From an optimization exercise on the open Yosys and OpenROAD flow, aimed at small area and a short achievable clock period; shortcuts taken in it are not production practice. Function was checked by simulation only, so behaviour that the tests miss may differ from the original.

==> flow/design.v <==
parameter
    SYNC  = 6'd0,
    IMM0  = 6'd1,
    PHA0  = 6'd2,
    PLA0  = 6'd3,
    ZPG0  = 6'd4,
    DATA  = 6'd5,
    ABS0  = 6'd6,
    ABS1  = 6'd7,
    BRA0  = 6'd8,
    JSR0  = 6'd9,
    JSR1  = 6'd10,
    JSR2  = 6'd11,
    RTS0  = 6'd12,
    RTS1  = 6'd13,
    RTS2  = 6'd14,
    JMP0  = 6'd15,
    JMP1  = 6'd16,
    IDX0  = 6'd17,
    IDX1  = 6'd18,
    IDX2  = 6'd19,
    BRK0  = 6'd20,
    BRK1  = 6'd21,
    BRK2  = 6'd22,
    BRK3  = 6'd23,
    RTI0  = 6'd24,
    IND0  = 6'd25,
    IND1  = 6'd26,
    ZPW0  = 6'd27,
    ABW0  = 6'd28,
    ABW1  = 6'd29,
    RMW0  = 6'd30,
    RMW1  = 6'd31,
    BRK4  = 6'd32,
    JMPW  = 6'd33,
    INDW  = 6'd34,
    ABSW  = 6'd35,
    ABWW  = 6'd36,
    JSRW  = 6'd37,
    JSRH  = 6'd38,
    JSRL  = 6'd39,
    JSR3  = 6'd40,
    JSR4  = 6'd41,
    RTSW  = 6'd42,
    IMMR  = 6'd43,
    ABSR  = 6'd44,
    ZPGR  = 6'd45,
    IDXR  = 6'd46,
    PHAR  = 6'd47,
    PHAS  = 6'd48,
    PLAR  = 6'd49;
parameter
    NOP   = 2'b00,
    LDA   = 2'b01,
    STA   = 2'b10,
    RMW   = 2'b11;
parameter
    DST__ = 2'b00,
    DST_X = 2'b01,
    DST_Y = 2'b10,
    DST_A = 2'b11;
parameter
    SRC__ = 2'b00,
    SRC_Z = 2'b00,
    SRC_X = 2'b01,
    SRC_Y = 2'b10,
    SRC_A = 2'b11;
parameter
    SEL_Z = 2'b00,
    SEL_X = 2'b01,
    SEL_Y = 2'b10,
    SEL_A = 2'b11;
parameter
    FLAG____ = 2'b00,
    FLAG_ADD = 2'b01,
    FLAG_CMP = 2'b10,
    FLAG_BIT = 2'b11;
parameter
    IZ = SEL_Z,
    IX = SEL_X,
    IY = SEL_Y;
parameter
    IDX___ = 2'b00,      
    IDX_X_ = 2'b01,      
    IDX__Y = 2'b10,      
    IDX_XY = 2'b11;      
parameter  
    ALU_____ = 9'b00_000_00_00,
    ALU_REG  = 9'b00_000_00_00,  
    ALU_INCA = 9'b00_000_00_01,  
    ALU_DECA = 9'b00_000_10_00,  
    ALU_LDA  = 9'b00_001_00_00,  
    ALU_INCM = 9'b00_001_00_01,  
    ALU_DECM = 9'b00_001_10_00,  
    ALU_ADC  = 9'b00_000_01_10,  
    ALU_CMP  = 9'b00_000_11_01,  
    ALU_SBC  = 9'b00_000_11_10,  
    ALU_ORA  = 9'b00_100_00_00,  
    ALU_AND  = 9'b00_101_00_00,  
    ALU_EOR  = 9'b00_110_00_00,  
    ALU_TSX  = 9'b00_111_00_00,  
    ALU_PLA  = 9'b01_000_00_00,  
    ALU_ASLA = 9'b10_000_00_00,  
    ALU_ROLA = 9'b10_000_00_11,  
    ALU_LSRA = 9'b11_000_00_00,  
    ALU_RORA = 9'b11_000_00_11,  
    ALU_ASLM = 9'b10_001_00_00,  
    ALU_ROLM = 9'b10_001_00_11,  
    ALU_LSRM = 9'b11_001_00_00,  
    ALU_RORM = 9'b11_001_00_11;  
parameter
    AB_ZPGX = 11'b00_1_00_100_11_0,   
    AB_ABSX = 11'b10_1_00_010_01_0,   
    AB_PUSH = 11'b01_0_00_000_00_0,   
    AB_PULL = 11'b01_0_00_000_00_1,   
    AB_HOLD = 11'b10_0_00_011_00_0,   
    AB_NEXT = 11'b10_0_00_011_00_1,   
    AB_INCR = 11'b10_1_00_011_00_1,   
    AB_OPER = 11'b00_0_01_001_00_0,   
    AB_FWRD = 11'b10_0_01_001_10_0,   
    AB_JMP1 = 11'b10_0_01_010_00_1,   
    AB_JMP0 = 11'b10_0_01_010_01_0,   
    AB_BACK = 11'b11_0_01_001_10_0,   
    AB_NMIV = 11'b01_0_10_000_00_0,   
    AB_IRQV = 11'b01_0_11_000_00_0;   
parameter
    WE___ = 2'b00,                   
    WE_1_ = 2'b01,                   
    WE_ST = 2'b10;                   
parameter
    DR___ = 1'b0,                    
    DR_DI = 1'b1;                    
parameter
    DO____ = 3'b000,
    DO_ALU = 3'b000,
    DO_PCL = 3'b001,
    DO_PCH = 3'b010,
    DO_PHP = 3'b011,
    DO_PC3 = 3'b100;
parameter
    S____  = 2'b00,
    S_INC  = 2'b01,
    S_DEC  = 2'b10;
parameter
    AB_16  = 2'b00,
    AB_24  = 2'b01,
    AB_32  = 2'b10,
    AB_48  = 2'b11;
parameter
    R_08  = 2'b00,
    R_16  = 2'b01,
    R_24  = 2'b10,
    R_32  = 2'b11;
module cpu( 
    input clk,                           
    input RST,                           
    output [23:0] AB,                    
    output sync,                         
    input [7:0] DI,                      
    output reg [7:0] DO,                 
    output WE,                           
    input IRQ,                           
    input NMI,                           
    input RDY,                           
    input debug );                       
 parameter
    SYNC  = 6'd0,
    IMM0  = 6'd1,
    PHA0  = 6'd2,
    PLA0  = 6'd3,
    ZPG0  = 6'd4,
    DATA  = 6'd5,
    ABS0  = 6'd6,
    ABS1  = 6'd7,
    BRA0  = 6'd8,
    JSR0  = 6'd9,
    JSR1  = 6'd10,
    JSR2  = 6'd11,
    RTS0  = 6'd12,
    RTS1  = 6'd13,
    RTS2  = 6'd14,
    JMP0  = 6'd15,
    JMP1  = 6'd16,
    IDX0  = 6'd17,
    IDX1  = 6'd18,
    IDX2  = 6'd19,
    BRK0  = 6'd20,
    BRK1  = 6'd21,
    BRK2  = 6'd22,
    BRK3  = 6'd23,
    RTI0  = 6'd24,
    IND0  = 6'd25,
    IND1  = 6'd26,
    ZPW0  = 6'd27,
    ABW0  = 6'd28,
    ABW1  = 6'd29,
    RMW0  = 6'd30,
    RMW1  = 6'd31,
    BRK4  = 6'd32,
    JMPW  = 6'd33,
    INDW  = 6'd34,
    ABSW  = 6'd35,
    ABWW  = 6'd36,
    JSRW  = 6'd37,
    JSRH  = 6'd38,
    JSRL  = 6'd39,
    JSR3  = 6'd40,
    JSR4  = 6'd41,
    RTSW  = 6'd42,
    IMMR  = 6'd43,
    ABSR  = 6'd44,
    ZPGR  = 6'd45,
    IDXR  = 6'd46,
    PHAR  = 6'd47,
    PHAS  = 6'd48,
    PLAR  = 6'd49;
parameter
    NOP   = 2'b00,
    LDA   = 2'b01,
    STA   = 2'b10,
    RMW   = 2'b11;
parameter
    DST__ = 2'b00,
    DST_X = 2'b01,
    DST_Y = 2'b10,
    DST_A = 2'b11;
parameter
    SRC__ = 2'b00,
    SRC_Z = 2'b00,
    SRC_X = 2'b01,
    SRC_Y = 2'b10,
    SRC_A = 2'b11;
parameter
    SEL_Z = 2'b00,
    SEL_X = 2'b01,
    SEL_Y = 2'b10,
    SEL_A = 2'b11;
parameter
    FLAG____ = 2'b00,
    FLAG_ADD = 2'b01,
    FLAG_CMP = 2'b10,
    FLAG_BIT = 2'b11;
parameter
    IZ = SEL_Z,
    IX = SEL_X,
    IY = SEL_Y;
parameter
    IDX___ = 2'b00,      
    IDX_X_ = 2'b01,      
    IDX__Y = 2'b10,      
    IDX_XY = 2'b11;      
parameter  
    ALU_____ = 9'b00_000_00_00,
    ALU_REG  = 9'b00_000_00_00,  
    ALU_INCA = 9'b00_000_00_01,  
    ALU_DECA = 9'b00_000_10_00,  
    ALU_LDA  = 9'b00_001_00_00,  
    ALU_INCM = 9'b00_001_00_01,  
    ALU_DECM = 9'b00_001_10_00,  
    ALU_ADC  = 9'b00_000_01_10,  
    ALU_CMP  = 9'b00_000_11_01,  
    ALU_SBC  = 9'b00_000_11_10,  
    ALU_ORA  = 9'b00_100_00_00,  
    ALU_AND  = 9'b00_101_00_00,  
    ALU_EOR  = 9'b00_110_00_00,  
    ALU_TSX  = 9'b00_111_00_00,  
    ALU_PLA  = 9'b01_000_00_00,  
    ALU_ASLA = 9'b10_000_00_00,  
    ALU_ROLA = 9'b10_000_00_11,  
    ALU_LSRA = 9'b11_000_00_00,  
    ALU_RORA = 9'b11_000_00_11,  
    ALU_ASLM = 9'b10_001_00_00,  
    ALU_ROLM = 9'b10_001_00_11,  
    ALU_LSRM = 9'b11_001_00_00,  
    ALU_RORM = 9'b11_001_00_11;  
parameter
    AB_ZPGX = 11'b00_1_00_100_11_0,   
    AB_ABSX = 11'b10_1_00_010_01_0,   
    AB_PUSH = 11'b01_0_00_000_00_0,   
    AB_PULL = 11'b01_0_00_000_00_1,   
    AB_HOLD = 11'b10_0_00_011_00_0,   
    AB_NEXT = 11'b10_0_00_011_00_1,   
    AB_INCR = 11'b10_1_00_011_00_1,   
    AB_OPER = 11'b00_0_01_001_00_0,   
    AB_FWRD = 11'b10_0_01_001_10_0,   
    AB_JMP1 = 11'b10_0_01_010_00_1,   
    AB_JMP0 = 11'b10_0_01_010_01_0,   
    AB_BACK = 11'b11_0_01_001_10_0,   
    AB_NMIV = 11'b01_0_10_000_00_0,   
    AB_IRQV = 11'b01_0_11_000_00_0;   
parameter
    WE___ = 2'b00,                   
    WE_1_ = 2'b01,                   
    WE_ST = 2'b10;                   
parameter
    DR___ = 1'b0,                    
    DR_DI = 1'b1;                    
parameter
    DO____ = 3'b000,
    DO_ALU = 3'b000,
    DO_PCL = 3'b001,
    DO_PCH = 3'b010,
    DO_PHP = 3'b011,
    DO_PC3 = 3'b100;
parameter
    S____  = 2'b00,
    S_INC  = 2'b01,
    S_DEC  = 2'b10;
parameter
    AB_16  = 2'b00,
    AB_24  = 2'b01,
    AB_32  = 2'b10,
    AB_48  = 2'b11;
parameter
    R_08  = 2'b00,
    R_16  = 2'b01,
    R_24  = 2'b10,
    R_32  = 2'b11;
function [24:0] dec;
    input [7:0] op;
    input p0;
    case( op )
         8'h6D: dec = { FLAG_ADD, LDA, SRC_A, DST_A, ALU_ADC , IZ, (p0) ? ABSW : ABS0 };  
         8'h7D: dec = { FLAG_ADD, LDA, SRC_A, DST_A, ALU_ADC , IX, (p0) ? ABSW : ABS0 };  
         8'h79: dec = { FLAG_ADD, LDA, SRC_A, DST_A, ALU_ADC , IY, (p0) ? ABSW : ABS0 };  
         8'h69: dec = { FLAG_ADD, LDA, SRC_A, DST_A, ALU_ADC , IZ, IMM0 };  
         8'h65: dec = { FLAG_ADD, LDA, SRC_A, DST_A, ALU_ADC , IZ, ZPG0 };  
         8'h72: dec = { FLAG_ADD, LDA, SRC_A, DST_A, ALU_ADC , IZ, IDX0 };  
         8'h61: dec = { FLAG_ADD, LDA, SRC_A, DST_A, ALU_ADC , IX, IDX0 };  
         8'h75: dec = { FLAG_ADD, LDA, SRC_A, DST_A, ALU_ADC , IX, ZPG0 };  
         8'h71: dec = { FLAG_ADD, LDA, SRC_A, DST_A, ALU_ADC , IY, IDX0 };  
         8'hED: dec = { FLAG_ADD, LDA, SRC_A, DST_A, ALU_SBC , IZ, (p0) ? ABSW : ABS0 };  
         8'hFD: dec = { FLAG_ADD, LDA, SRC_A, DST_A, ALU_SBC , IX, (p0) ? ABSW : ABS0 };  
         8'hF9: dec = { FLAG_ADD, LDA, SRC_A, DST_A, ALU_SBC , IY, (p0) ? ABSW : ABS0 };  
         8'hE9: dec = { FLAG_ADD, LDA, SRC_A, DST_A, ALU_SBC , IZ, IMM0 };  
         8'hE5: dec = { FLAG_ADD, LDA, SRC_A, DST_A, ALU_SBC , IZ, ZPG0 };  
         8'hF2: dec = { FLAG_ADD, LDA, SRC_A, DST_A, ALU_SBC , IZ, IDX0 };  
         8'hE1: dec = { FLAG_ADD, LDA, SRC_A, DST_A, ALU_SBC , IX, IDX0 };  
         8'hF5: dec = { FLAG_ADD, LDA, SRC_A, DST_A, ALU_SBC , IX, ZPG0 };  
         8'hF1: dec = { FLAG_ADD, LDA, SRC_A, DST_A, ALU_SBC , IY, IDX0 };  
         8'h2D: dec = { FLAG____, LDA, SRC_A, DST_A, ALU_AND , IZ, (p0) ? ABSW : ABS0 };  
         8'h3D: dec = { FLAG____, LDA, SRC_A, DST_A, ALU_AND , IX, (p0) ? ABSW : ABS0 };  
         8'h39: dec = { FLAG____, LDA, SRC_A, DST_A, ALU_AND , IY, (p0) ? ABSW : ABS0 };  
         8'h29: dec = { FLAG____, LDA, SRC_A, DST_A, ALU_AND , IZ, IMM0 };  
         8'h25: dec = { FLAG____, LDA, SRC_A, DST_A, ALU_AND , IZ, ZPG0 };  
         8'h32: dec = { FLAG____, LDA, SRC_A, DST_A, ALU_AND , IZ, IDX0 };  
         8'h21: dec = { FLAG____, LDA, SRC_A, DST_A, ALU_AND , IX, IDX0 };  
         8'h35: dec = { FLAG____, LDA, SRC_A, DST_A, ALU_AND , IX, ZPG0 };  
         8'h31: dec = { FLAG____, LDA, SRC_A, DST_A, ALU_AND , IY, IDX0 };  
         8'h0D: dec = { FLAG____, LDA, SRC_A, DST_A, ALU_ORA , IZ, (p0) ? ABSW : ABS0 };  
         8'h1D: dec = { FLAG____, LDA, SRC_A, DST_A, ALU_ORA , IX, (p0) ? ABSW : ABS0 };  
         8'h19: dec = { FLAG____, LDA, SRC_A, DST_A, ALU_ORA , IY, (p0) ? ABSW : ABS0 };  
         8'h09: dec = { FLAG____, LDA, SRC_A, DST_A, ALU_ORA , IZ, IMM0 };  
         8'h05: dec = { FLAG____, LDA, SRC_A, DST_A, ALU_ORA , IZ, ZPG0 };  
         8'h12: dec = { FLAG____, LDA, SRC_A, DST_A, ALU_ORA , IZ, IDX0 };  
         8'h01: dec = { FLAG____, LDA, SRC_A, DST_A, ALU_ORA , IX, IDX0 };  
         8'h15: dec = { FLAG____, LDA, SRC_A, DST_A, ALU_ORA , IX, ZPG0 };  
         8'h11: dec = { FLAG____, LDA, SRC_A, DST_A, ALU_ORA , IY, IDX0 };  
         8'hAD: dec = { FLAG____, LDA, SRC_A, DST_A, ALU_LDA , IZ, (p0) ? ABSW : ABS0 };  
         8'hBD: dec = { FLAG____, LDA, SRC_A, DST_A, ALU_LDA , IX, (p0) ? ABSW : ABS0 };  
         8'hB9: dec = { FLAG____, LDA, SRC_A, DST_A, ALU_LDA , IY, (p0) ? ABSW : ABS0 };  
         8'hA9: dec = { FLAG____, LDA, SRC_A, DST_A, ALU_LDA , IZ, IMM0 };  
         8'hA5: dec = { FLAG____, LDA, SRC_A, DST_A, ALU_LDA , IZ, ZPG0 };  
         8'hB2: dec = { FLAG____, LDA, SRC_A, DST_A, ALU_LDA , IZ, IDX0 };  
         8'hA1: dec = { FLAG____, LDA, SRC_A, DST_A, ALU_LDA , IX, IDX0 };  
         8'hB5: dec = { FLAG____, LDA, SRC_A, DST_A, ALU_LDA , IX, ZPG0 };  
         8'hB1: dec = { FLAG____, LDA, SRC_A, DST_A, ALU_LDA , IY, IDX0 };  
         8'hCD: dec = { FLAG_CMP, NOP, SRC_A, DST__, ALU_CMP , IZ, (p0) ? ABSW : ABS0 };  
         8'hDD: dec = { FLAG_CMP, NOP, SRC_A, DST__, ALU_CMP , IX, (p0) ? ABSW : ABS0 };  
         8'hD9: dec = { FLAG_CMP, NOP, SRC_A, DST__, ALU_CMP , IY, (p0) ? ABSW : ABS0 };  
         8'hC9: dec = { FLAG_CMP, NOP, SRC_A, DST__, ALU_CMP , IZ, IMM0 };  
         8'hC5: dec = { FLAG_CMP, NOP, SRC_A, DST__, ALU_CMP , IZ, ZPG0 };  
         8'hD2: dec = { FLAG_CMP, NOP, SRC_A, DST__, ALU_CMP , IZ, IDX0 };  
         8'hC1: dec = { FLAG_CMP, NOP, SRC_A, DST__, ALU_CMP , IX, IDX0 };  
         8'hD5: dec = { FLAG_CMP, NOP, SRC_A, DST__, ALU_CMP , IX, ZPG0 };  
         8'hD1: dec = { FLAG_CMP, NOP, SRC_A, DST__, ALU_CMP , IY, IDX0 };  
         8'h4D: dec = { FLAG____, LDA, SRC_A, DST_A, ALU_EOR , IZ, (p0) ? ABSW : ABS0 };  
         8'h5D: dec = { FLAG____, LDA, SRC_A, DST_A, ALU_EOR , IX, (p0) ? ABSW : ABS0 };  
         8'h59: dec = { FLAG____, LDA, SRC_A, DST_A, ALU_EOR , IY, (p0) ? ABSW : ABS0 };  
         8'h49: dec = { FLAG____, LDA, SRC_A, DST_A, ALU_EOR , IZ, IMM0 };  
         8'h45: dec = { FLAG____, LDA, SRC_A, DST_A, ALU_EOR , IZ, ZPG0 };  
         8'h52: dec = { FLAG____, LDA, SRC_A, DST_A, ALU_EOR , IZ, IDX0 };  
         8'h41: dec = { FLAG____, LDA, SRC_A, DST_A, ALU_EOR , IX, IDX0 };  
         8'h55: dec = { FLAG____, LDA, SRC_A, DST_A, ALU_EOR , IX, ZPG0 };  
         8'h51: dec = { FLAG____, LDA, SRC_A, DST_A, ALU_EOR , IY, IDX0 };  
         8'h8D: dec = { FLAG____, STA, SRC_A, DST__, ALU_REG , IZ, (p0) ? ABSW : ABS0 };  
         8'h9D: dec = { FLAG____, STA, SRC_A, DST__, ALU_REG , IX, (p0) ? ABSW : ABS0 };  
         8'h99: dec = { FLAG____, STA, SRC_A, DST__, ALU_REG , IY, (p0) ? ABSW : ABS0 };  
         8'h85: dec = { FLAG____, STA, SRC_A, DST__, ALU_REG , IZ, ZPG0 };  
         8'h92: dec = { FLAG____, STA, SRC_A, DST__, ALU_REG , IZ, IDX0 };  
         8'h81: dec = { FLAG____, STA, SRC_A, DST__, ALU_REG , IX, IDX0 };  
         8'h95: dec = { FLAG____, STA, SRC_A, DST__, ALU_REG , IX, ZPG0 };  
         8'h91: dec = { FLAG____, STA, SRC_A, DST__, ALU_REG , IY, IDX0 };  
         8'h0A: dec = { FLAG____, LDA, SRC_A, DST_A, ALU_ASLA, IZ, SYNC };  
         8'h4A: dec = { FLAG____, LDA, SRC_A, DST_A, ALU_LSRA, IZ, SYNC };  
         8'h2A: dec = { FLAG____, LDA, SRC_A, DST_A, ALU_ROLA, IZ, SYNC };  
         8'h6A: dec = { FLAG____, LDA, SRC_A, DST_A, ALU_RORA, IZ, SYNC };  
         8'h0E: dec = { FLAG____, RMW, SRC__, DST__, ALU_ASLM, IZ, (p0) ? ABWW : ABW0 };  
         8'h1E: dec = { FLAG____, RMW, SRC__, DST__, ALU_ASLM, IX, (p0) ? ABWW : ABW0 };  
         8'h06: dec = { FLAG____, RMW, SRC__, DST__, ALU_ASLM, IZ, ZPW0 };  
         8'h16: dec = { FLAG____, RMW, SRC__, DST__, ALU_ASLM, IX, ZPW0 };  
         8'h4E: dec = { FLAG____, RMW, SRC__, DST__, ALU_LSRM, IZ, (p0) ? ABWW : ABW0 };  
         8'h5E: dec = { FLAG____, RMW, SRC__, DST__, ALU_LSRM, IX, (p0) ? ABWW : ABW0 };  
         8'h46: dec = { FLAG____, RMW, SRC__, DST__, ALU_LSRM, IZ, ZPW0 };  
         8'h56: dec = { FLAG____, RMW, SRC__, DST__, ALU_LSRM, IX, ZPW0 };  
         8'h2E: dec = { FLAG____, RMW, SRC__, DST__, ALU_ROLM, IZ, (p0) ? ABWW : ABW0 };  
         8'h3E: dec = { FLAG____, RMW, SRC__, DST__, ALU_ROLM, IX, (p0) ? ABWW : ABW0 };  
         8'h26: dec = { FLAG____, RMW, SRC__, DST__, ALU_ROLM, IZ, ZPW0 };  
         8'h36: dec = { FLAG____, RMW, SRC__, DST__, ALU_ROLM, IX, ZPW0 };  
         8'h6E: dec = { FLAG____, RMW, SRC__, DST__, ALU_RORM, IZ, (p0) ? ABWW : ABW0 };  
         8'h7E: dec = { FLAG____, RMW, SRC__, DST__, ALU_RORM, IX, (p0) ? ABWW : ABW0 };  
         8'h66: dec = { FLAG____, RMW, SRC__, DST__, ALU_RORM, IZ, ZPW0 };  
         8'h76: dec = { FLAG____, RMW, SRC__, DST__, ALU_RORM, IX, ZPW0 };  
         8'h90: dec = { FLAG____, NOP, SRC__, DST__, ALU_____, IZ, BRA0 };  
         8'hB0: dec = { FLAG____, NOP, SRC__, DST__, ALU_____, IZ, BRA0 };  
         8'hF0: dec = { FLAG____, NOP, SRC__, DST__, ALU_____, IZ, BRA0 };  
         8'h30: dec = { FLAG____, NOP, SRC__, DST__, ALU_____, IZ, BRA0 };  
         8'hD0: dec = { FLAG____, NOP, SRC__, DST__, ALU_____, IZ, BRA0 };  
         8'h10: dec = { FLAG____, NOP, SRC__, DST__, ALU_____, IZ, BRA0 };  
         8'h80: dec = { FLAG____, NOP, SRC__, DST__, ALU_____, IZ, BRA0 };  
         8'h50: dec = { FLAG____, NOP, SRC__, DST__, ALU_____, IZ, BRA0 };  
         8'h70: dec = { FLAG____, NOP, SRC__, DST__, ALU_____, IZ, BRA0 };  
         8'h2C: dec = { FLAG_BIT, NOP, SRC_A, DST__, ALU_AND , IZ, (p0) ? ABSW : ABS0 };  
         8'h3C: dec = { FLAG_BIT, NOP, SRC_A, DST__, ALU_AND , IX, (p0) ? ABSW : ABS0 };  
         8'h89: dec = { FLAG_BIT, NOP, SRC_A, DST__, ALU_AND , IZ, IMM0 };  
         8'h24: dec = { FLAG_BIT, NOP, SRC_A, DST__, ALU_AND , IZ, ZPG0 };  
         8'h34: dec = { FLAG_BIT, NOP, SRC_A, DST__, ALU_AND , IX, ZPG0 };  
         8'h18: dec = { FLAG____, NOP, SRC__, DST__, ALU_____, IZ, SYNC };  
         8'hD8: dec = { FLAG____, NOP, SRC__, DST__, ALU_____, IZ, SYNC };  
         8'h58: dec = { FLAG____, NOP, SRC__, DST__, ALU_____, IZ, SYNC };  
         8'hB8: dec = { FLAG____, NOP, SRC__, DST__, ALU_____, IZ, SYNC };  
         8'h38: dec = { FLAG____, NOP, SRC__, DST__, ALU_____, IZ, SYNC };  
         8'hF8: dec = { FLAG____, NOP, SRC__, DST__, ALU_____, IZ, SYNC };  
         8'h78: dec = { FLAG____, NOP, SRC__, DST__, ALU_____, IZ, SYNC };  
         8'hEA: dec = { FLAG____, NOP, SRC__, DST__, ALU_____, IZ, SYNC };  
         8'hEC: dec = { FLAG_CMP, NOP, SRC_X, DST__, ALU_CMP , IZ, (p0) ? ABSW : ABS0 };  
         8'hE0: dec = { FLAG_CMP, NOP, SRC_X, DST__, ALU_CMP , IZ, IMM0 };  
         8'hE4: dec = { FLAG_CMP, NOP, SRC_X, DST__, ALU_CMP , IZ, ZPG0 };  
         8'hCC: dec = { FLAG_CMP, NOP, SRC_Y, DST__, ALU_CMP , IZ, (p0) ? ABSW : ABS0 };  
         8'hC0: dec = { FLAG_CMP, NOP, SRC_Y, DST__, ALU_CMP , IZ, IMM0 };  
         8'hC4: dec = { FLAG_CMP, NOP, SRC_Y, DST__, ALU_CMP , IZ, ZPG0 };  
         8'hCE: dec = { FLAG____, RMW, SRC__, DST__, ALU_DECM, IZ, (p0) ? ABWW : ABW0 };  
         8'hDE: dec = { FLAG____, RMW, SRC__, DST__, ALU_DECM, IX, (p0) ? ABWW : ABW0 };  
         8'hC6: dec = { FLAG____, RMW, SRC__, DST__, ALU_DECM, IZ, ZPW0 };  
         8'hD6: dec = { FLAG____, RMW, SRC__, DST__, ALU_DECM, IX, ZPW0 };  
         8'hEE: dec = { FLAG____, RMW, SRC__, DST__, ALU_INCM, IZ, (p0) ? ABWW : ABW0 };  
         8'hFE: dec = { FLAG____, RMW, SRC__, DST__, ALU_INCM, IX, (p0) ? ABWW : ABW0 };  
         8'hE6: dec = { FLAG____, RMW, SRC__, DST__, ALU_INCM, IZ, ZPW0 };  
         8'hF6: dec = { FLAG____, RMW, SRC__, DST__, ALU_INCM, IX, ZPW0 };  
         8'h3A: dec = { FLAG____, LDA, SRC_A, DST_A, ALU_DECA, IZ, SYNC };  
         8'hCA: dec = { FLAG____, LDA, SRC_X, DST_X, ALU_DECA, IZ, SYNC };  
         8'h88: dec = { FLAG____, LDA, SRC_Y, DST_Y, ALU_DECA, IZ, SYNC };  
         8'h1A: dec = { FLAG____, LDA, SRC_A, DST_A, ALU_INCA, IZ, SYNC };  
         8'hE8: dec = { FLAG____, LDA, SRC_X, DST_X, ALU_INCA, IZ, SYNC };  
         8'hC8: dec = { FLAG____, LDA, SRC_Y, DST_Y, ALU_INCA, IZ, SYNC };  
         8'hAA: dec = { FLAG____, LDA, SRC_A, DST_X, ALU_REG , IZ, SYNC };  
         8'hA8: dec = { FLAG____, LDA, SRC_A, DST_Y, ALU_REG , IZ, SYNC };  
         8'hBA: dec = { FLAG____, LDA, SRC__, DST_X, ALU_TSX , IZ, SYNC };  
         8'h8A: dec = { FLAG____, LDA, SRC_X, DST_A, ALU_REG , IZ, SYNC };  
         8'h9A: dec = { FLAG____, NOP, SRC_X, DST__, ALU_REG , IZ, SYNC };  
         8'h98: dec = { FLAG____, LDA, SRC_Y, DST_A, ALU_REG , IZ, SYNC };  
         8'h00: dec = { FLAG____, NOP, SRC__, DST__, ALU_____, IZ, BRK0 };  
         8'h4C: dec = { FLAG____, NOP, SRC__, DST__, ALU_____, IZ, (p0) ? JMPW : JMP0 };  
         8'h6C: dec = { FLAG____, NOP, SRC__, DST__, ALU_____, IZ, (p0) ? INDW : IND0 };  
         8'h7C: dec = { FLAG____, NOP, SRC__, DST__, ALU_____, IX, (p0) ? INDW : IND0 };  
         8'h20: dec = { FLAG____, NOP, SRC__, DST__, ALU_____, IZ, (p0) ? JSRW : JSR0 };  
         8'h40: dec = { FLAG____, NOP, SRC__, DST__, ALU_____, IZ, RTI0 };  
         8'h60: dec = { FLAG____, NOP, SRC__, DST__, ALU_____, IZ, RTS0 };  
         8'hAE: dec = { FLAG____, LDA, SRC__, DST_X, ALU_LDA , IZ, (p0) ? ABSW : ABS0 };  
         8'hBE: dec = { FLAG____, LDA, SRC__, DST_X, ALU_LDA , IY, (p0) ? ABSW : ABS0 };  
         8'hA2: dec = { FLAG____, LDA, SRC__, DST_X, ALU_LDA , IZ, IMM0 };  
         8'hA6: dec = { FLAG____, LDA, SRC__, DST_X, ALU_LDA , IZ, ZPG0 };  
         8'hB6: dec = { FLAG____, LDA, SRC__, DST_X, ALU_LDA , IY, ZPG0 };  
         8'hAC: dec = { FLAG____, LDA, SRC__, DST_Y, ALU_LDA , IZ, (p0) ? ABSW : ABS0 };  
         8'hBC: dec = { FLAG____, LDA, SRC__, DST_Y, ALU_LDA , IX, (p0) ? ABSW : ABS0 };  
         8'hA0: dec = { FLAG____, LDA, SRC__, DST_Y, ALU_LDA , IZ, IMM0 };  
         8'hA4: dec = { FLAG____, LDA, SRC__, DST_Y, ALU_LDA , IZ, ZPG0 };  
         8'hB4: dec = { FLAG____, LDA, SRC__, DST_Y, ALU_LDA , IX, ZPG0 };  
         8'h48: dec = { FLAG____, NOP, SRC_A, DST__, ALU_REG , IZ, PHA0 };  
         8'hDA: dec = { FLAG____, NOP, SRC_X, DST__, ALU_REG , IZ, PHA0 };  
         8'h5A: dec = { FLAG____, NOP, SRC_Y, DST__, ALU_REG , IZ, PHA0 };  
         8'h68: dec = { FLAG____, LDA, SRC__, DST_A, ALU_PLA , IZ, PLA0 };  
         8'hFA: dec = { FLAG____, LDA, SRC__, DST_X, ALU_PLA , IZ, PLA0 };  
         8'h7A: dec = { FLAG____, LDA, SRC__, DST_Y, ALU_PLA , IZ, PLA0 };  
         8'h08: dec = { FLAG____, NOP, SRC__, DST__, ALU_REG , IZ, PHA0 };  
         8'h28: dec = { FLAG____, NOP, SRC__, DST__, ALU_____, IZ, PLA0 };  
         8'h8E: dec = { FLAG____, STA, SRC_X, DST__, ALU_REG , IZ, (p0) ? ABSW : ABS0 };  
         8'h86: dec = { FLAG____, STA, SRC_X, DST__, ALU_REG , IZ, ZPG0 };  
         8'h96: dec = { FLAG____, STA, SRC_X, DST__, ALU_REG , IY, ZPG0 };  
         8'h8C: dec = { FLAG____, STA, SRC_Y, DST__, ALU_REG , IZ, (p0) ? ABSW : ABS0 };  
         8'h84: dec = { FLAG____, STA, SRC_Y, DST__, ALU_REG , IZ, ZPG0 };  
         8'h94: dec = { FLAG____, STA, SRC_Y, DST__, ALU_REG , IX, ZPG0 };  
         8'h9C: dec = { FLAG____, STA, SRC_Z, DST__, ALU_REG , IZ, (p0) ? ABSW : ABS0 };  
         8'h9E: dec = { FLAG____, STA, SRC_Z, DST__, ALU_REG , IX, (p0) ? ABSW : ABS0 };  
         8'h64: dec = { FLAG____, STA, SRC_Z, DST__, ALU_REG , IZ, ZPG0 };  
         8'h74: dec = { FLAG____, STA, SRC_Z, DST__, ALU_REG , IX, ZPG0 };  
         8'h0F: dec = { FLAG____, NOP, SRC__, DST__, ALU_____, IZ, SYNC };  
         8'h1F: dec = { FLAG____, NOP, SRC__, DST__, ALU_____, IZ, SYNC };  
         8'h4F: dec = { FLAG____, NOP, SRC__, DST__, ALU_____, IZ, SYNC };  
         8'h8F: dec = { FLAG____, NOP, SRC__, DST__, ALU_____, IZ, SYNC };  
         8'h5F: dec = { FLAG____, NOP, SRC__, DST__, ALU_____, IZ, SYNC };  
         8'h9F: dec = { FLAG____, NOP, SRC__, DST__, ALU_____, IZ, SYNC };  
         8'h1C: dec = { 21'b00_00_00_00_00_000000000_00, (p0) ? ABSW : ABS0 };  
         8'h14: dec = { 21'b00_00_00_00_00_000000000_00, ZPG0 };  
         8'h0C: dec = { 21'b00_00_00_00_00_000000000_00, (p0) ? ABSW : ABS0 };  
         8'h04: dec = { 21'b00_00_00_00_00_000000000_00, ZPG0 };  
       default: dec = { 19'b0, IZ, SYNC };
    endcase
endfunction
function [20:0] busop;
    input [5:0] st;
    input r;                             
    input c;                             
    input d7;                            
    case( st )
        ABSW:                    busop = { S____, IDX___, DO____, DR_DI, WE___, AB_OPER };
        ABS0:                    busop = { S____, IDX___, DO____, DR_DI, WE___, AB_OPER };
        ABS1:                    busop = { S____, IDX_XY, DO_ALU, DR___, WE_ST, AB_ABSX };
        ABSR:                    busop = { S____, IDX_XY, DO_ALU, DR_DI, WE_ST, AB_INCR };
        ABWW:                    busop = { S____, IDX___, DO____, DR_DI, WE___, AB_OPER };
        ABW0:                    busop = { S____, IDX___, DO____, DR_DI, WE___, AB_OPER };
        ABW1:                    busop = { S____, IDX_XY, DO____, DR___, WE___, AB_ABSX };
        BRA0: if( c & d7 ) busop = { S____, IDX___, DO____, DR___, WE___, AB_BACK };
             else if( c )    busop = { S____, IDX___, DO____, DR___, WE___, AB_FWRD };
             else               busop = { S____, IDX___, DO____, DR___, WE___, AB_OPER };
        BRK0:                    busop = { S_DEC, IDX___, DO_PCH, DR___, WE_1_, AB_PUSH };
        BRK1:                    busop = { S_DEC, IDX___, DO_PCL, DR___, WE_1_, AB_PUSH };
        BRK2:                    busop = { S_DEC, IDX___, DO_PHP, DR___, WE_1_, AB_IRQV };
        BRK3:                    busop = { S____, IDX___, DO____, DR_DI, WE___, AB_OPER };
        BRK4:                    busop = { S____, IDX___, DO____, DR___, WE___, AB_OPER };
        DATA:                    busop = { S____, IDX___, DO____, DR_DI, WE___, AB_OPER };
        IDX0:                    busop = { S____, IDX_X_, DO____, DR_DI, WE___, AB_ZPGX };
        IDX1:                    busop = { S____, IDX___, DO____, DR_DI, WE___, AB_NEXT };
        IDX2:                    busop = { S____, IDX__Y, DO_ALU, DR___, WE_ST, AB_ABSX };
        IDXR:                    busop = { S____, IDX__Y, DO_ALU, DR_DI, WE_ST, AB_INCR };
        IMM0:                    busop = { S____, IDX___, DO____, DR_DI, WE___, AB_OPER };
        IMMR:                    busop = { S____, IDX___, DO____, DR_DI, WE___, AB_OPER };
        INDW:                    busop = { S____, IDX___, DO____, DR_DI, WE___, AB_OPER };
        IND0:                    busop = { S____, IDX___, DO____, DR_DI, WE___, AB_OPER };
        IND1:                    busop = { S____, IDX_X_, DO____, DR___, WE___, AB_JMP0 };
        JMPW:                    busop = { S____, IDX___, DO____, DR_DI, WE___, AB_OPER };
        JMP0:                    busop = { S____, IDX___, DO____, DR_DI, WE___, AB_OPER };
        JMP1:                    busop = { S____, IDX___, DO____, DR___, WE___, AB_JMP0 };
        JSRW:                    busop = { S_DEC, IDX___, DO_PC3, DR_DI, WE_1_, AB_PUSH };
        JSRH:                    busop = { S_DEC, IDX___, DO_PCH, DR___, WE_1_, AB_PUSH };
        JSR3:                    busop = { S____, IDX___, DO____, DR___, WE___, AB_OPER };
        JSR4:                    busop = { S____, IDX___, DO____, DR___, WE___, AB_OPER };
        JSRL:                    busop = { S_DEC, IDX___, DO_PCL, DR_DI, WE_1_, AB_PUSH };
        JSR0:                    busop = { S_DEC, IDX___, DO_PCH, DR_DI, WE_1_, AB_PUSH };
        JSR1:                    busop = { S_DEC, IDX___, DO_PCL, DR___, WE_1_, AB_PUSH };
        JSR2:                    busop = { S____, IDX___, DO____, DR___, WE___, AB_OPER };
        PHA0:                    busop = { S_DEC, IDX___, DO_PHP, DR___, WE_1_, AB_PUSH };
        PHAR:                    busop = { S_DEC, IDX___, DO_PHP, DR___, WE_1_, AB_PUSH };
        PHAS:                    busop = { S____, IDX___, DO____, DR___, WE___, AB_OPER };
        PLA0:                    busop = { S_INC, IDX___, DO____, DR_DI, WE___, AB_PULL };
        PLAR:                    busop = { S_INC, IDX___, DO____, DR_DI, WE___, AB_PULL };
        RMW0:                    busop = { S____, IDX___, DO____, DR_DI, WE___, AB_OPER };
        RMW1:                    busop = { S____, IDX___, DO_ALU, DR___, WE_1_, AB_HOLD };
        RTI0:                    busop = { S_INC, IDX___, DO____, DR___, WE___, AB_PULL };
        RTS0:                    busop = { S_INC, IDX___, DO____, DR___, WE___, AB_PULL };
        RTS1:                    busop = { S_INC, IDX___, DO____, DR_DI, WE___, AB_PULL };
        RTSW:                    busop = { S_INC, IDX___, DO____, DR_DI, WE___, AB_PULL };
        RTS2: if( r )          busop = { S____, IDX___, DO____, DR___, WE___, AB_JMP0 };
             else               busop = { S____, IDX___, DO____, DR___, WE___, AB_JMP1 };
        SYNC:                    busop = { S____, IDX___, DO____, DR___, WE___, AB_OPER };
        ZPG0:                    busop = { S____, IDX_XY, DO_ALU, DR___, WE_ST, AB_ZPGX };
        ZPGR:                    busop = { S____, IDX_XY, DO_ALU, DR_DI, WE_ST, AB_INCR };
        ZPW0:                    busop = { S____, IDX_XY, DO____, DR___, WE___, AB_ZPGX };
       default:                 busop = { S____, IDX___, DO____, DR___, WE___, AB_OPER };           
    endcase
endfunction
function [8:0] padd8;                    
    input [7:0] a;
    input [7:0] b;
    input c;
    reg [8:0] G, P, Gn, Pn;
    integer i, l;
    begin
        G = { a & b, c };
        P = { a ^ b, 1'b0 };
        for( l = 1; l < 9; l = l * 2 ) begin
            Gn = G;
            Pn = P;
            for( i = l; i < 9; i = i + 1 ) begin
                Gn[i] = G[i] | (P[i] & G[i - l]);
                Pn[i] = P[i] & P[i - l];
            end
            G = Gn;
            P = Pn;
        end
        padd8 = { G[8], (a ^ b) ^ G[7:0] };
    end
endfunction
function [23:0] allones;                 
    input [23:0] x;
    reg [23:0] P, Pn;
    integer i, l;
    begin
        P = { x[22:0], 1'b1 };
        for( l = 1; l < 24; l = l * 2 ) begin
            Pn = P;
            for( i = l; i < 24; i = i + 1 )
                Pn[i] = P[i] & P[i - l];
            P = Pn;
        end
        allones = P;
    end
endfunction
reg [23:0] PC;                           
reg [23:0] ab_hold;                      
reg [7:0] D4;                            
reg [7:0] D3;                            
reg [7:0] DR;                            
wire [7:0] IR;                           
reg [7:0] OP;                            
reg [2:0] PREFIX;                        
reg ABWDTH;                              
reg [1:0] RWDTH;                         
reg [1:0] RBYTES;                        
reg N, V, D, I, Z, C;                    
wire [7:0] P = { N, V, 1'b1, 1'b1, D, I, Z, C };
reg [23:0] XR, YR, AR;                   
reg [15:0] S;                            
reg [5:0] state;
reg [5:0] next_state;
assign sync = (state == SYNC);
reg [8:0] DIHOLD;
always @(posedge clk)
    case( state )
        PLA0: DIHOLD <= {1'b1, DI[7:0]};
        PHA0: DIHOLD <= {1'b1, DI[7:0]};
        RMW1: DIHOLD <= {1'b1, DI[7:0]};
     default: DIHOLD <= {1'b0, DI[7:0]};
    endcase
assign IR = DIHOLD[8] ? DIHOLD[7:0] : DI[7:0];
wire [7:0] OP_next = sync ? IR : OP;
always @(posedge clk)
    OP <= OP_next;
wire [24:0] op_dec = dec( OP, PREFIX[0] );      
wire [18:0] control = op_dec[24:6];
wire [1:0] ins_type = control[18:17];
wire adc_sbc = (ins_type == FLAG_ADD);
wire cmp     = (ins_type == FLAG_CMP);
wire bit_isn = (ins_type == FLAG_BIT);
wire store = control[16];
wire load = control[15];
wire [1:0] reg_dst = control[12:11];
wire [8:0] alu_op = control[10:2];
wire shift = alu_op[8];
wire clc = (OP == 8'h18);
wire sec = (OP == 8'h38);
wire cld = (OP == 8'hD8);
wire sed = (OP == 8'hF8);
wire cli = (OP == 8'h58);
wire sei = (OP == 8'h78);
wire rti = (OP == 8'h40);
wire clv = (OP == 8'hB8);
wire php = (OP == 8'h08) || (OP == 8'h00);
wire plp = (OP == 8'h28);
wire txs = (OP == 8'h9A);
wire variation = (OP == 8'h0F);
reg cond;
always @*
    casez( OP[7:4] )
        4'b000?: cond = ~N;
        4'b001?: cond =  N;
        4'b010?: cond = ~V;
        4'b011?: cond =  V;
        4'b1000: cond =  1;
        4'b1001: cond = ~C;
        4'b101?: cond =  C;
        4'b110?: cond = ~Z;
        4'b111?: cond =  Z;
    endcase
wire [20:0] bus_op = busop( state, rti, cond, DI[7] );
wire [10:0] ab_op = bus_op[10:0];
wire [1:0] we_op = bus_op[12:11];
wire dr_di = bus_op[13];
wire [2:0] do_op = bus_op[16:14];
wire pull = bus_op[19];
wire push = bus_op[20];
wire [24:0] ir_dec = dec( IR, PREFIX[0] );
wire [5:0] init_state = ir_dec[5:0];
always @* begin
    next_state = state;
    if( RST )
        next_state = BRK4;
    else case( state )
        SYNC:  next_state = init_state;
        ABSW:  next_state = ABS0;
        ABS0:  next_state = ABS1;
        ABS1:  if (RBYTES == 0) next_state = DATA;
               else next_state = ABSR;
        ABSR:  if (RBYTES == 0) next_state = DATA;
        ABWW:  next_state = ABWW;
        ABW0:  next_state = ABW1;
        ABW1:  next_state = RMW0;
        BRA0:  next_state = SYNC;
        BRK0:  next_state = BRK1;
        BRK1:  next_state = BRK2;
        BRK2:  next_state = BRK3;
        BRK3:  next_state = JMP0;
        BRK4:  next_state = BRK3;
        DATA:  next_state = SYNC;
        IDX0:  next_state = IDX1;
        IDX1:  next_state = IDX2;
        IDX2:  if (RBYTES == 0) next_state = DATA;
               else next_state = IDXR;
        IDXR:  if (RBYTES == 0) next_state = DATA;
        IMM0:  if (RBYTES == 0) next_state = SYNC;
               else next_state = IMMR;
        IMMR:  if (RBYTES == 0) next_state = SYNC;
        INDW:  next_state = IND0;
        IND0:  next_state = IND1;
        IND1:  next_state = (ABWDTH == 1'b0) ? JMP0 : JMPW;
        JMPW:  next_state = JMP0;
        JMP0:  next_state = JMP1;
        JMP1:  next_state = SYNC;
        JSRW:  next_state = JSRH;
        JSRH:  next_state = JSR3;
        JSR3:  next_state = JSRL;
        JSRL:  next_state = JSR4;
        JSR4:  next_state = JMP1;
        JSR0:  next_state = JSR1;
        JSR1:  next_state = JSR2;
        JSR2:  next_state = JMP1;
        PHA0:  if (RBYTES == 0) next_state = SYNC;
               else next_state = PHAR;
        PHAR:  if (RBYTES == 0) next_state = PHAS;
        PHAS:  next_state = SYNC;
        PLA0:  if (RBYTES == 0) next_state = SYNC;
               else next_state = PLAR;
        PLAR:  if (RBYTES == 0) next_state = SYNC;
        RMW0:  next_state = RMW1;
        RMW1:  next_state = SYNC;
        RTI0:  next_state = RTS0;
        RTS0:  next_state = (ABWDTH == 1'b0) ? RTS1 : RTSW;
        RTSW:  next_state = RTS1;
        RTS1:  next_state = RTS2;
        RTS2:  next_state = SYNC;
        ZPG0:  if (RBYTES == 0) next_state = DATA;
               else next_state = ZPGR;
        ZPGR:  if (RBYTES == 0) next_state = DATA;
        ZPW0:  next_state = RMW0;
        default:  next_state = SYNC;
    endcase
end
reg count;
always @*
    case( state )
        ABS1, ABSR, IDX2, IDXR, IMM0, IMMR, PHA0, PHAR, PLA0, PLAR, ZPG0, ZPGR:
            count = 1'b1;
        default:
            count = 1'b0;
    endcase
always @(posedge clk)
    state <= next_state;
always @(posedge clk)
    if( RST ) begin
        ABWDTH <= 1'b1;
        RWDTH <= R_08;
        RBYTES <= R_08;
        PREFIX <= { R_08, 1'b1 };
    end
    else begin
        if( sync ) begin
            ABWDTH <= PREFIX[0];
            RWDTH <= PREFIX[2:1];
            RBYTES <= PREFIX[2:1];
            if (IR[3:0] == 4'hF)
                PREFIX <= { IR[7:6], IR[4] };
            else if (IR == 8'h40) begin
                ABWDTH <= 1'b1;
                RWDTH <= R_08;
                PREFIX <= { R_08, 1'b1 };
            end
            else
                PREFIX <= { R_08, 1'b0 };
        end
        if( count && RBYTES != 0 )
            RBYTES <= RBYTES - 1'b1;
    end
wire [24:0] nop_dec = dec( OP_next, PREFIX[0] );
wire [20:0] nbus_op = busop( next_state, OP_next == 8'h40, 1'b0, 1'b0 );
wire nABWDTH = RST ? 1'b1 : (sync ? ((IR == 8'h40) ? 1'b1 : PREFIX[0]) : ABWDTH);
wire [1:0] nidx = nop_dec[7:6] & nbus_op[18:17];
reg bs_S, bs_PC, bs_D24, bs_D16, bs_H;   
reg [1:0] ab_x;                          
reg [1:0] ab_h;                          
reg ab_ci;
reg ab_bra;                              
reg ix_X, ix_Y;                          
reg src_X, src_Y, src_A;                 
always @(posedge clk) begin
    bs_S   <= ~nbus_op[5] & (nbus_op[4:3] == 2'b00);
    bs_PC  <= ~nbus_op[5] & (nbus_op[4:3] == 2'b01);
    bs_D24 <= ~nbus_op[5] & (nbus_op[4:3] == 2'b10) & nABWDTH;
    bs_D16 <= ~nbus_op[5] & (nbus_op[4:3] == 2'b10) & ~nABWDTH;
    bs_H   <= ~nbus_op[5] & (nbus_op[4:3] == 2'b11);
    ab_x   <= nbus_op[2:1];
    ab_h   <= nbus_op[10:9];
    ab_ci  <= nbus_op[0];
    ab_bra <= (next_state == BRA0);
    ix_X   <= (nidx == SEL_X);
    ix_Y   <= (nidx == SEL_Y);
    src_X  <= (nop_dec[20:19] == SEL_X);
    src_Y  <= (nop_dec[20:19] == SEL_Y);
    src_A  <= (nop_dec[20:19] == SEL_A);
end
wire [23:0] R = ({24{src_X}} & XR) | ({24{src_Y}} & YR) | ({24{src_A}} & AR);
wire [8:0] XY = ({9{ix_X}} & XR[8:0]) | ({9{ix_Y}} & YR[8:0]);
reg [23:0] R_IN;
reg [23:0] MEM;
reg [23:0] alu_ai;
reg [23:0] alu_bi;
reg alu_ci;
reg alu_si;
reg [23:0] alu_out;
reg alu_C, alu_N, alu_V;
wire alu_Z = (alu_out == 24'h000000);
always @* begin
    case( RWDTH )
        R_08: R_IN = { 16'h0000, R[7:0] };
        R_16: R_IN = { 8'h00, R[15:0] };
        default: R_IN = R;
    endcase
    case( RWDTH )
        R_24: MEM = { DR, D3, D4 };
        R_16: MEM = { 8'h00, DR, D3 };
        default: MEM = { 8'h00, 8'h00, DR };
    endcase
    casez( alu_op[6:4] )
        3'b0?0: alu_ai = R_IN;
        3'b0?1: alu_ai = MEM;
        3'b100: alu_ai = R_IN | MEM;
        3'b101: alu_ai = R_IN & MEM;
        3'b110: alu_ai = R_IN ^ MEM;
        3'b111: alu_ai = { 8'h00, S };
    endcase
    case( alu_op[3:2] )
        2'b00: alu_bi = 24'h000000;
        2'b01: alu_bi = MEM;
        2'b10: alu_bi = 24'hffffff;
        2'b11: alu_bi = ~MEM;
    endcase
    case( alu_op[1:0] )
        2'b01: alu_ci = 1'b1;
        2'b10: alu_ci = C;
        default: alu_ci = 1'b0;
    endcase
    {alu_C, alu_out} = alu_ai + alu_bi + alu_ci;
    alu_si = C & alu_op[0];
    if( alu_op[8] )
        if( alu_op[7] )
            {alu_out, alu_C} = {alu_si, alu_out};
        else
            {alu_C, alu_out} = {alu_out, alu_si};
    else if( alu_op[7] )
        alu_out = { 16'h0000, DI };
    alu_N = (RWDTH == R_24) ? alu_out[23] : (RWDTH == R_16) ? alu_out[15] : alu_out[7];
    alu_V = (RWDTH == R_24) ? (alu_ai[23] ^ alu_bi[23] ^ alu_C ^ alu_N) :
            (RWDTH == R_16) ? (alu_ai[15] ^ alu_bi[15] ^ alu_C ^ alu_N) :
                              (alu_ai[7]  ^ alu_bi[7]  ^ alu_C ^ alu_N);
end
wire reg_we = load & ~store & sync;
always @(posedge clk)
    if( reg_we && reg_dst == SEL_X )
        XR <= alu_out;
always @(posedge clk)
    if( reg_we && reg_dst == SEL_Y )
        YR <= alu_out;
always @(posedge clk)
    if( reg_we && reg_dst == SEL_A )
        AR <= alu_out;
    else if( variation )                 
        AR <= {16'h6502, R_16, AB_24, 4'h0};
always @(posedge clk)
    if( txs )       S <= R[15:0];
    else if( push ) S <= S - 1'b1;
    else if( pull ) S <= S + 1'b1;
wire [23:0] base = ({24{bs_S}} & { 8'h00, S })
                 | ({24{bs_PC}} & PC)
                 | ({24{bs_D24}} & { DI, DR, D3 })
                 | ({24{bs_D16}} & { 8'h00, DI, DR })
                 | ({24{bs_H}} & ab_hold);
wire [1:0] x_op = ab_bra ? { cond, 1'b0 } : ab_x;
wire [1:0] h_op = ab_bra ? { cond, cond & DI[7] } : ab_h;
wire [7:0] abl_a = (x_op == 2'b11) ? XY[7:0] : base[7:0];
wire [7:0] abl_b = ((x_op == 2'b01) ? XY[7:0] : 8'h00) | (x_op[1] ? DI : 8'h00);
wire [8:0] abl_sum = padd8( abl_a, abl_b, ab_ci );
wire abl_co = abl_sum[8] ^ (x_op[0] & XY[8]);
wire [15:0] abh_base = base[23:8];
wire abh_down = (h_op == 2'b11);
wire [23:0] abh_run = allones( { 8'h00, abh_base ^ {16{abh_down}} } );
wire abh_flip = h_op[0] ^ (h_op[1] & abl_co);
wire [15:0] abh = abh_base ^ ({16{abh_flip}} & abh_run[15:0]);
assign AB = { abh, abl_sum[7:0] };
always @(posedge clk)
    if( ab_op[8] )
        ab_hold <= AB;
always @(posedge clk)
    if( RST )
        PC <= 24'hfffffa;
    else case( ab_op[7:6] )
        2'b01: PC <= AB + 1'b1;
        2'b10: PC <= 24'hfffff7;
        2'b11: PC <= 24'hfffffd;
      default:;
    endcase
assign WE = we_op[0] | (we_op[1] & store);
always @(posedge clk)
    if( dr_di ) begin
        D4 <= D3;
        D3 <= DR;
        DR <= DI;
    end
function [7:0] bytesel;
    input [23:0] x;
    input [1:0] w;
    input [1:0] n;
    if( w == R_08 ) bytesel = x[7:0];
    else if( w == R_16 ) bytesel = (n == 2'd1) ? x[7:0] : x[15:8];
    else bytesel = (n == 2'd2) ? x[7:0] : (n == 2'd1) ? x[15:8] : x[23:16];
endfunction
reg [8:0] rmw_in;
always @*
    case( RWDTH )
        R_16: rmw_in = { DR[0], D3 };
        R_24: rmw_in = { D3[0], D4 };
        default: rmw_in = { 1'b0, DR };
    endcase
wire rmw_si = C & alu_op[0];
wire [7:0] rmw_sum = rmw_in[7:0] + ((alu_op[3:2] == 2'b10) ? 8'hff : 8'h00) + (alu_op[1:0] == 2'b01);
reg [7:0] rmw_lo;                        
reg [7:0] rmw_hi;                        
always @* begin
    if( alu_op[8] ) begin
        rmw_lo = alu_op[7] ? rmw_in[8:1] : { rmw_in[6:0], rmw_si };
        rmw_hi = alu_op[7] ? { rmw_si, 7'h00 } : 8'h00;
    end
    else begin
        rmw_lo = rmw_sum;
        rmw_hi = ((alu_op[3:2] == 2'b10) && (alu_op[1:0] != 2'b01) && (DR == 8'h00)) ? 8'hff : 8'h00;
    end
end
wire [7:0] do_reg = bytesel( R, RWDTH, RBYTES );
wire [7:0] do_rmw = (RWDTH == R_32) ? rmw_hi : rmw_lo;
always @*
    case( do_op )
        DO_PCL: DO = PC[7:0];
        DO_PCH: DO = PC[15:8];
        DO_PC3: DO = PC[23:16];
        DO_PHP: DO = php ? P : do_reg;
        default: DO = (state == RMW1) ? do_rmw : do_reg;
    endcase
always @(posedge clk)
    case( state )
        RTS0: if( rti )                         N <= DI[7];
        SYNC: if( plp )                         N <= DI[7];
              else if( bit_isn )                N <= DI[7];
              else if( load | cmp )             N <= alu_N;
     default:;
    endcase
always @(posedge clk)
    case( state )
        RTS0: if( rti )                         V <= DI[6];
        SYNC: if( plp )                         V <= DI[6];
              else if( clv )                    V <= 0;
              else if( bit_isn )                V <= DI[6];
              else if( adc_sbc )                V <= alu_V;
     default:;
    endcase
always @(posedge clk)
    case( state )
        RTS0: if( rti )                         D <= DI[3];
        SYNC: if( plp )                         D <= DI[3];
              else if( cld )                    D <= 0;
              else if( sed )                    D <= 1;
     default:;
    endcase
always @(posedge clk)
    case( state )
        BRK4:                                   I <= 1;
        RTS0: if( rti )                         I <= DI[2];
        SYNC: if( plp )                         I <= DI[2]; 
              else if( cli )                    I <= 0;
              else if( sei )                    I <= 1;
     default:;
    endcase
always @(posedge clk)
    case( state )
        RTS0: if( rti )                         Z <= DI[1];
        SYNC: if( plp )                         Z <= DI[1]; 
              else if( load | cmp | bit_isn )   Z <= alu_Z;
     default:;
    endcase
always @(posedge clk)
    case( state )
        RTS0: if( rti )                         C <= DI[0];
        SYNC: if( plp )                         C <= DI[0];
              else if( clc )                    C <= 0;
              else if( sec )                    C <= 1;
              else if( cmp | shift | adc_sbc )  C <= alu_C;
     default:;
    endcase
endmodule
==> flow/constraint.sdc <==
create_clock -name core_clock -period 11.0 [get_ports {clk}]
set_input_delay 2.2000 -clock core_clock [delete_from_list [all_inputs] [get_ports {clk}]]
set_output_delay 2.2000 -clock core_clock [all_outputs]
set_load 0.01 [all_outputs]
==> flow/run.sh <==
#!/bin/bash
# synth_recipe.tcl (not shown) runs the flow's synth.tcl, then flattens the netlist and writes it again
# the make line also repeats each setting of config.mk as NAME=value (left out here)
make -C /OpenROAD-flow-scripts/flow DESIGN_CONFIG=/design/flow/config.mk WORK_HOME=/design/flow/orfs CLKGATE_MAP_FILE= SYNTH_SCRIPT=/design/flow/synth_recipe.tcl finish
==> flow/config.mk <==
export PLATFORM = sky130hd
export DESIGN_NAME = cpu
export DESIGN_NICKNAME = cpu
export VERILOG_FILES = /design/flow/design.v
export SDC_FILE = /design/flow/constraint.sdc
export NUM_CORES = 4
export LEC_CHECK = 0
export ABC_AREA = 1
export CAP_MARGIN = 20
export CORE_MARGIN = 2
export CORE_UTILIZATION = 40
export CTS_BUF_LIST = sky130_fd_sc_hd__clkbuf_8
export PLACE_DENSITY = 0.6
export SETUP_SLACK_MARGIN = 4
export SLEW_MARGIN = 20
==> results.txt, run 1 <==
crit path kind in2out; CTS tree built; # diodes 0; Synth Flop Type edfxtp_1; DR WL met3 7290 µm; Post-synth EDFFs around 140; Syn Nets 3291; wire length on met1 36500 µm; final setup fails 0; DIE AREA 52800 µm²; global-route wire length before repair 128000 µm; slew margin rel. 29.6%; CTS max path bufs 3; Post-synth top cells nand2_1, inv_1, nor2_1, o21ai_0, nand3_1; Worst setup SP type input port; Critical Path End Type output pin; max_cap viols 0; Post-CTS Hold Fix Bufs 0; Worst Path Required 8800 ps; post-synthesis register bit count between 200 and 250; clk root buf clkbuf_8; most frequent cell after synthesis nand2_1; skew final 53.0 ps; Hold Vio Cnt, Final 0; DRT iter0 DRCs 2680; # IOs 48; Avg Synthesized Cell Area 6.45 µm²; vias 23.0k; cell area after placement 21400 µm²; drt pass-1 iters 6; Design Area, Final 23300 µm²; Yosys top cell area share between 20% and 30%; Worst Max-Slew Pin Slew roughly 1000 ps; vias in the first global route around 21k; Critical Path Fanout Max 5; Rows 82; die height 230 µm; Synth-to-Final Area Change 14.3%; largest net degree at the start of global routing 43; DRC 0; grt total ovfl 0; initial antenna violation count 2; Netlist cell types 69; fraction of registers with async set/reset 0%; HP Class reg2reg; Final GP Congestion 0.962; Routed Wire Length around 86000 µm; CTS H-tree lvls 2; Final Cycle Share 63.7%; Initial Util about two fifths; layout cells sized above 1 11.4%; sequential share of the synthesized area around 28%; Arrival @ worst endpoint 4810 ps; top post-synthesis cells by area edfxtp_1, nand2_1, inv_1; final net count 3370; Mapped Area 20400 µm²; status complete, no violations; DR WL met2 38400 µm; synthesized instance count 3162; TNS Setup 0 ps; CTS clk-pin slew, worst paths 60 ps; Tot GR Track Use 31.4%; Final HPWL DP 65700 µm; worst skew pair latency 640 ps; vias per cell 5.84; die span in x about 230 µm; Port-buffer cells 43; wire per inst 21.7 µm; RSZ-0062 raised after global routing true; Tmin final 7010 ps; Final ANT Viol Nets 0; DR top layer met5; Max Slew Vio Count 0; Max Fclk 143 MHz; TritonCTS buffer count 41; core area 50300 µm²; Clock Sinks 213; Ys Warns 1; largest area contributor in the netlist edfxtp_1
critical path, stage by stage:
cell and delay, ps:
buf_2 190, inv_2 80, o21ai_1 200, ha_1 320
inv_2 100, o21ai_2 70, a21boi_2 140, nand3_1 80
nand2_1 70, nand2_2 90, nand3_2 90, nand2_2 60
nand2_2 110, nand2_4 80, nor2_4 160, nand3_2 100
or2_4 270, xor2_4 160, inv_2 120, buf_6 110
layout make-up:
| cell class | count | area [µm²] |
|---|---|---|
| sequential | 213 | 5710 |
| multi-input combinational | 2427 | 13200 |
| inverter | 426 | 1640 |
| clock buffer | 43 | 592 |
| timing repair buffer | 132 | 1060 |
| clock inverter | 32 | 204 |
| fill | 5328 | 27000 |
| tap | 672 | 841 |
path summary, 6_finish.rpt:
| path | startpoint | endpoint | slack (ps) | cells after the start |
|---|---|---|---|---|
| setup / recovery | DI[5] | AB[23] | 3990 | 20 |
| hold reg to reg | PC[8] | PC[8] | 490 | 2 |
| hold / removal | PC[8] | PC[8] | 490 | 2 |
| setup reg to reg | OP[5] | Z | 4320 | 31 |
metal layers:
metal	track usage, %	vias to the layer above
met5	0	-
met4	12.7	4
met3	4.48	191
met2	49.9	1193
met1	42.9	10800
li1	-	10800
kinds of logic (layout without fill, tap and decap cells):
group           count (synthesis)  count (layout)  synth area share (%)
compound gates                652             652                  18.9
xor+xnor                       53              53                  2.28
fa+ha+maj                     115             115                  7.28
buf+inv                       522             633                  10.1
flops                         213             213                  27.9
mux                             3               3                 0.147
simple gates                 1604            1604                  33.4
sequential cells by signal (all words and copies together) (netlist names), 2 cells and up:
register / flops
AR: 24
D3: 8
D4: 8
DIHOLD: 9
DR: 8
OP: 8
PC: 24
PREFIX: 3
RBYTES: 2
RWDTH: 2
S: 16
XR: 24
YR: 24
ab_h: 2
ab_hold: 24
ab_x: 2
state: 6
placed cells by master, fill, tap and decap left out, types with 59 or more instances in the layout:
cell type,instances
a21oi_1,165
buf_4,81
dfxtp_1,62
edfxtp_1,142
ha_1,101
inv_1,390
nand2_1,833
nand3_1,235
nand4_1,59
nor2_1,287
o21ai_0,236
what timing repair did:
action                                  CTS  global route
pin swaps                                29            41
gates resized for setup                 192           104
gates cloned                              2             0
endpoints found under the setup margin   52            28
buffers inserted                         29            28
through the flow:
stage | hold WS (ps) | cells | worst slack [ps] | utilization, %
after floorplan | 446 | 3162 | 4340 | -
after global placement | 464 | 3811 | 2350 | 42.7
after detailed placement | 477 | 3811 | 2330 | 42.7
after CTS | 491 | 3917 | 4000 | 45.5
after global routing | 519 | 3945 | 3920 | 46.3
final | 492 | 3945 | 3990 | 46.3
==> inputs of run 2 (changes only) <==
--- a/flow/config.mk
+++ b/flow/config.mk
@@ -11,5 +11,5 @@
 export CORE_UTILIZATION = 40
 export CTS_BUF_LIST = sky130_fd_sc_hd__clkbuf_8
 export PLACE_DENSITY = 0.6
-export SETUP_SLACK_MARGIN = 4
+export SETUP_SLACK_MARGIN = 5
 export SLEW_MARGIN = 20
==> run 2 against run 1 <==
Net effect:
- still clean
- register-to-register slack better by 710 ps
- flip-flop and latch count unchanged
- non-clock buffer count grew 86
- design area increased by 7.0%
- worst setup slack improved by 180 ps
==> results.txt, run 2 <==
core area 50300 µm² (unchanged); die span in x 230 µm (unchanged); Port-buffer cells 43 (unchanged); Final GP Congestion 0.978 (was 0.962); Max Slew Vio Count 0 (unchanged); crit-path max cell delay 310 ps (was 320 ps); slew margin rel. 26.0% (was 29.6%); post-synthesis register bit count 213 (unchanged); RSZ-0062 raised after global routing true (unchanged); status complete, no violations (unchanged); fraction of registers with async set/reset 0% (unchanged); Top delay family on crit path simple AND/OR/NAND/NOR gates (unchanged); vias in the first global route 21.8k (was 21.1k); drt pass-1 iters 7 (was 6); wire per inst 21.5 µm (was 21.7 µm); crit path kind in2out (unchanged); final setup fails 0 (unchanged); Final HPWL DP 63500 µm (was 65700 µm); commonest non-fill, non-tap cells in the layout nand2_1, inv_1, nor2_1 (unchanged); Hold Vio Cnt, Final 0 (unchanged); Worst setup SP type input port (unchanged); Post-synth top cells nand2_1, inv_1, nor2_1, o21ai_0, nand3_1 (unchanged); Worst Path Required 8800 ps (about the same); Ys Warns 1 (unchanged); top post-synthesis cells by area edfxtp_1, nand2_1, inv_1 (unchanged); Arrival @ worst endpoint 4620 ps (was 4810 ps); Tot GR Track Use 31.4% (about the same); Avg Synthesized Cell Area 6.45 µm² (unchanged); DRC 0 (unchanged); DRT iter0 DRCs 2592 (was 2680); Tmin final 6820 ps (was 7010 ps); die height 230 µm (unchanged); most frequent cell after synthesis nand2_1 (unchanged); vias 23.7k (was 23.0k); Worst Path Buf+Inv 4 (was 5); initial antenna violation count 1 (was 2); Max Fclk 147 MHz (was 143 MHz); Post-CTS Hold Fix Bufs 0 (unchanged); Netlist cell types 69 (unchanged); final net count 3458 (was 3370); CTS clk-pin slew, worst paths 60 ps (about the same); CTS H-tree lvls 2 (unchanged); Critical Path End Type output pin (unchanged); Worst Max-Slew Pin Slew 1100 ps (was 1050 ps); synthesized instance count 3162 (unchanged); TNS Setup 0 ps (unchanged); Synth Flop Type edfxtp_1 (unchanged); Mapped Area 20400 µm² (unchanged); Yosys top cell area share 20.9% (unchanged); Syn Nets 3291 (unchanged); DIE AREA 52800 µm² (unchanged); Finished Core Util 49.6% (was 46.3%); HP Class reg2reg (unchanged); Initial Util 40.5% (unchanged); Final ANT Viol Nets 0 (unchanged); Final Cycle Share 62.0% (was 63.7%); largest net degree at the start of global routing 43 (unchanged); global-route wire length before repair 129000 µm (was 128000 µm); Crit-path slowest cell ha_2 (was ha_1); Post-synth EDFFs 142 (unchanged); Routed Wire Length 86600 µm (was 85700 µm); Clock Sinks 213 (unchanged); clk root buf clkbuf_8 (unchanged); sequential share of the synthesized area 27.9% (unchanged); worst skew pair latency 630 ps (was 640 ps); Synth-to-Final Area Change 22.3% (was 14.3%); commonest non-fill, non-tap cell in the layout nand2_1 (unchanged); layout cells sized above 1 16.9% (was 11.4%); max_cap viols 0 (unchanged); # IOs 48 (unchanged); Rows 82 (unchanged); skew final 38.3 ps (was 53.0 ps); TritonCTS buffer count 42 (was 41); CTS max path bufs 3 (unchanged); vias per cell 5.88 (was 5.84); Critical Path Fanout Max 5 (unchanged); CTS tree built (unchanged); crit path cell chain clkbuf_4 -> inv_2 -> o21ai_4 -> ha_2 -> nand2_1 -> nor2_1 -> nand3_1 -> nand4_1 -> nand2_2 -> nand3_2 -> nand2_4 -> nand2_4 -> nor2_4 -> nand3_2 -> or2_4 -> xor2_2 -> inv_2 -> buf_6 (was buf_2 -> inv_2 -> o21ai_1 -> ha_1 -> inv_2 -> o21ai_2 -> a21boi_2 -> nand3_1 -> nand2_1 -> nand2_2 -> nand3_2 -> nand2_2 -> nand2_2 -> nand2_4 -> nor2_4 -> nand3_2 -> or2_4 -> xor2_4 -> inv_2 -> buf_6); grt total ovfl 0 (unchanged); largest area contributor in the netlist edfxtp_1 (unchanged)
[run 2: final timing paths]
kind | start | end | slack (ps) | cells after the start
max | DI[0] | AB[23] | 4180 | 18
max reg2reg | OP[0] | V | 5030 | 31
min reg2reg | PC[12] | PC[12] | 490 | 2
min | PC[12] | PC[12] | 490 | 2
[run 2: logic make-up (layout without fill, tap and decap cells)]
group | count (synthesis) | after routing | share of synthesized area (%)
xor gates and xnor gates | 53 | 53 | 2.28
muxes | 3 | 3 | 0.147
DFF | 213 | 213 | 27.9
other | 0 | 1 | 0
adders and majority gates | 115 | 115 | 7.28
and+or+nand+nor | 1604 | 1604 | 33.4
AOI/OAI and AO/OA | 652 | 652 | 18.9
buffers and inverters | 522 | 719 | 10.1
[run 2: area by class of cell]
type                            count  area, µm²
Tap cell                          672        841
Clock buffer                       48        661
Clock inverter                     26        204
Multi-Input combinational cell   2427      13800
Fill cell                        5139      25300
Timing Repair Buffer              218       1940
Inverter                          426       1740
Antenna cell                        1       2.50
Timing Repair inverter              1       5.00
Sequential cell                   213       5720
[run 2: tightest hold or removal path, delay by kind of cell (launching register included)]
kind	cells	cell delay, ps
AO/OA/AOI/OAI	1	60
flip-flops	1	330
AND/OR/NAND/NOR	1	60
[run 2: stage by stage]
| step | hold slack, ps | cell area, µm² | cells | worst slack (ps) |
|---|---|---|---|---|
| after global placement | 464 | 21700 | 3810 | 2760 |
| after floorplan | 446 | 20600 | 3162 | 4660 |
| after detailed placement | 476 | 21700 | 3810 | 2730 |
| after CTS | 492 | 24000 | 3979 | 4180 |
| final | 487 | 24900 | 4032 | 4180 |
| after global routing | 514 | 24900 | 4031 | 4040 |
[run 2: timing repair]
action,in CTS,in global routing
setup endpoints to repair,100,58
buffers inserted,92,52
pin swaps,67,83
gates cloned,3,0
gates resized for setup,383,135
[run 2: layer usage]
metal	global-route usage (%)	wire length, µm	share of wire, %	vias up
met1	41.1	34900	40	11100
li1	-	-	-	11000
met3	5.47	8060	9.3	244
met2	50.8	39200	45	1349
met5	0	0	0	-
met4	13.8	4350	5.0	0

-- afterwards: timing with drivers on the ports --
The flow's constraints put no driver on any port. The routed layouts listed below were extracted and timed again, unchanged, in two steps.
Step 1 (the two cells are an assumption about what drives the block):
set clk [get_ports {clk}]
set_driving_cell -lib_cell sky130_fd_sc_hd__clkbuf_16 $clk
set_driving_cell -lib_cell sky130_fd_sc_hd__buf_2 [delete_from_list [all_inputs] $clk]
Step 2, shift: input delay + t, output delay - t, t = (earliest + latest rising clock arrival at the registers) / 2. This alone moves slack from input paths to output paths.
Three values: ideal, step 1, step 2; two values: the first two.
run | shift t [ns] | setup WS [ns] | slew at the worst register clock pin (ns)
run 1 | 0.676 | 3.994 / 3.963 / 3.963 | 0.07 / 0.07
run 2 | 0.663 | 4.176 / 4.144 / 4.144 | 0.07 / 0.07
After both steps every run listed still meets setup and hold. For run 2, which loses most, drivers alone change the setup slack by -0.032 ns; drivers and shift together by -0.032 ns.
